What follows belongs to an exercise in optimizing a design on an open flow for small area; a production flow would make more cautious choices.
In this exercise RTL edits were held to simulation tests only and were not proved equivalent to the original. The clock port is modelled as an ideal driver; clocking choices that lean on that would not hold on a real chip.

==> inputs of trial 57 <==
## filters
module filters
(
	CLK,
	RST,
	HSync,
	VDE,
	Display,
	RGBin,
	Threshold,
	ProcessOut,
	DisplayOut
);
export LEC_CHECK = 0
export CAP_MARGIN = 10
export CORE_MARGIN = 2
export CORE_UTILIZATION = 70
export PLACE_DENSITY = 0.8
export SLEW_MARGIN = 10
create_clock -name core_clock -period 12.0 [get_ports {CLK}]
standard.sh (not shown) runs the stock make flow with config.mk's settings and CLKGATE_MAP_FILE= SYNTH_SCRIPT=/design/flow/synth_recipe.tcl, a recipe that flattens the netlist after the stock synthesis.
==> flow/flow/run.sh <==
#!/bin/bash
# The standard layout (standard.sh) with three changes:
#  - after the standard synthesis, the combinational logic is mapped again
#    by ABC for area (flow/reopt.tcl); the flip-flops are left as they are;
#  - the ports are buffered with the smallest buffer cell, buf_1, instead of
#    the cell buffer_ports picks by default;
#  - clock tree synthesis puts up to 33 flip-flops (within 90 um) on each
#    leaf clkbuf_16, uses clkbuf_8 for the root and the few buffers above
#    the leaves, and inserts no dummy loads.
# Each tool's full output goes to a log file in this folder (synth.log,
# reopt.log, equiv.log, standard.log); ORFS writes each step's own log under orfs/logs/.
set -euo pipefail
export BUFFER_PORTS_ARGS="-buffer_cell sky130_fd_sc_hd__buf_1"
export CTS_ARGS="-sink_clustering_enable -repair_clock_nets -buf_list sky130_fd_sc_hd__clkbuf_16 -sink_clustering_size 35 -sink_clustering_max_diameter 100 -root_buf sky130_fd_sc_hd__clkbuf_8 -tree_buf sky130_fd_sc_hd__clkbuf_8 -dont_use_dummy_load"
bash standard.sh synth > synth.log 2>&1
R=orfs/results/$FLOW_PLATFORM/filters/base
cp $R/1_2_yosys.v standard_synth.v
export REOPT_LIB=$FLOW_HOME/platforms/$FLOW_PLATFORM/lib/sky130_fd_sc_hd__tt_025C_1v80.lib
export REOPT_IN=$PWD/standard_synth.v
export REOPT_OUT=$PWD/reopt.v
export REOPT_ABC=$PWD/flow/area.abc
export DONT_USE_CELLS="$(sed -n '/DONT_USE_CELLS += /,/^#/p' $FLOW_HOME/platforms/$FLOW_PLATFORM/config.mk | grep -o 'sky130_fd_sc_hd__[a-z0-9_]*' | tr '\n' ' ')"
# The re-mapped netlist replaces the standard one only if it is proven
# equivalent to it (flow/equiv.tcl).
if yosys -c flow/reopt.tcl > reopt.log 2>&1 && yosys -c flow/equiv.tcl > equiv.log 2>&1; then
  cp reopt.v $R/1_2_yosys.v
  touch $R/1_2_yosys.v
  rm -f $R/1_synth.odb $R/1_synth.sdc
fi
bash standard.sh > standard.log 2>&1
==> flow/flow/area.abc <==
strash; &get -n; &deepsyn -T 60; &put; dch -f; amap; topo
==> flow/flow/equiv.tcl <==
# Prove that the re-mapped netlist (REOPT_OUT) does what the standard
# synthesis netlist (REOPT_IN) does: both are read with the liberty cell
# functions, and their flip-flops are paired by name.
yosys -import
set lib $::env(REOPT_LIB)
read_liberty -ignore_miss_func $lib
read_verilog $::env(REOPT_IN)
yosys rename $::env(FLOW_TOP) gold
read_verilog $::env(REOPT_OUT)
yosys rename $::env(FLOW_TOP) gate
flatten gold gate
opt_clean
equiv_make gold gate equiv
hierarchy -top equiv
equiv_simple -seq 2
equiv_induct
equiv_status -assert
==> flow/flow/reopt.tcl <==
# Re-map the combinational logic of the standard synthesis netlist for area.
# Flip-flops (names, cells and connections), full adders and the line-buffer
# gates are kept as they are; every other cell is read as its liberty
# function and mapped again by ABC with an area-oriented script.
yosys -import
set lib $::env(REOPT_LIB)
set dont_use {}
foreach c $::env(DONT_USE_CELLS) { lappend dont_use -dont_use $c }
read_liberty -ignore_miss_func -overwrite $lib
read_verilog $::env(REOPT_IN)
hierarchy -top $::env(FLOW_TOP)
setattr -mod -set keep_hierarchy 1 sky130_fd_sc_hd__dfxtp_1 sky130_fd_sc_hd__fa_1 sky130_fd_sc_hd__ha_1 sky130_fd_sc_hd__o22ai_1 sky130_fd_sc_hd__conb_1
flatten
simplemap
yosys rename -hide w:_*_.*
opt_clean -purge
select -module $::env(FLOW_TOP)
abc -liberty $lib {*}$dont_use -script $::env(REOPT_ABC)
select -clear
read_liberty -lib -overwrite $lib
opt_clean -purge
splitnets
opt_clean -purge
hilomap -singleton -hicell sky130_fd_sc_hd__conb_1 HI -locell sky130_fd_sc_hd__conb_1 LO
insbuf -buf sky130_fd_sc_hd__buf_4 A X
check
stat -liberty $lib
write_verilog -noattr -noexpr -nohex -nodec $::env(REOPT_OUT)
==> build 39: changes against trial 57 <==
==> flow/flow/run.sh (replaced) <==
#!/bin/bash
set -euo pipefail
export BUFFER_PORTS_ARGS="-buffer_cell sky130_fd_sc_hd__buf_1"
export CTS_ARGS="-sink_clustering_enable -repair_clock_nets -buf_list sky130_fd_sc_hd__clkbuf_16 -dont_use_dummy_load -sink_clustering_size 30 -sink_clustering_max_diameter 80"
bash standard.sh > standard.log 2>&1
CAP_MARGIN = 20   (was 10)
CORE_UTILIZATION = 65   (was 70)
PLACE_DENSITY = 0.75   (was 0.8)
SLEW_MARGIN = 20   (was 10)
removed: flow/flow/area.abc
removed: flow/flow/equiv.tcl
removed: flow/flow/reopt.tcl
==> flow_summary.json <==
{
  "place_ws_ns": 1.33,
  "place.gp.congestion": 0.840,
  "fmax_ghz": 0.0937,
  "syn_area_um2": 36500,
  "met2_length_um": 23700,
  "finalNonFillerCells": 3656,
  "status": "complete, no violations",
  "layout_common_cells": "dfxtp_1 (1,296), o22ai_1 (1,280), buf_1 (65)",
  "finalPower_uw": 6310,
  "die_area_um2": 58000
}
the above is filed under build 39

==> flow_summary.json <==
{
  "finalNonFillerCells": 3561,
  "die_area_um2": 52000,
  "place.gp.congestion": 0.791,
  "finalPower_uw": 7430,
  "met2_length_um": 25700,
  "syn_area_um2": 35100,
  "via_count": 21905,
  "status": "complete, no violations",
  "fmax_ghz": 0.0879,
  "layout_common_cells": "dfxtp_1 (1,296), o22ai_1 (1,282), buf_1 (65)"
}
the above is filed under trial 57

==> what the ideal ports hide <==
In the flow no input, the clock included, has a driving cell. The finished layouts below were timed again as built, in two steps. Step 1 sets driving cells, clkbuf_16 on the clock port and buf_2 on the other inputs (assumed; they add their load-dependent delay and slew). Step 2 moves the port delays by t, midway between the first and last clock arrival at a register: inputs arrive t later, outputs are due t later. That takes back most of the time a late clock gives input paths. Slacks: ideal ports / drivers / drivers and shift; pairs: ideal ports / drivers.
| run | t (ns) | setup slack, ns | hold slack, ns | clock arrival spread, ns | cell pins on the clock port's net |
|---|---|---|---|---|---|
| trial 57 | 0.727 | 0.620 / 0.596 / 0.596 | 0.359 / 0.359 / 0.359 | 0.127 / 0.127 | 1 |
| build 39 | 0.659 | 1.329 / 1.307 / 1.307 | 0.358 / 0.358 / 0.358 | 0.045 / 0.045 | 1 |
After both steps setup and hold are still met in every run listed. The setup slack of trial 57, which loses most, moves by -0.024 ns with the drivers and by -0.024 ns with both steps.
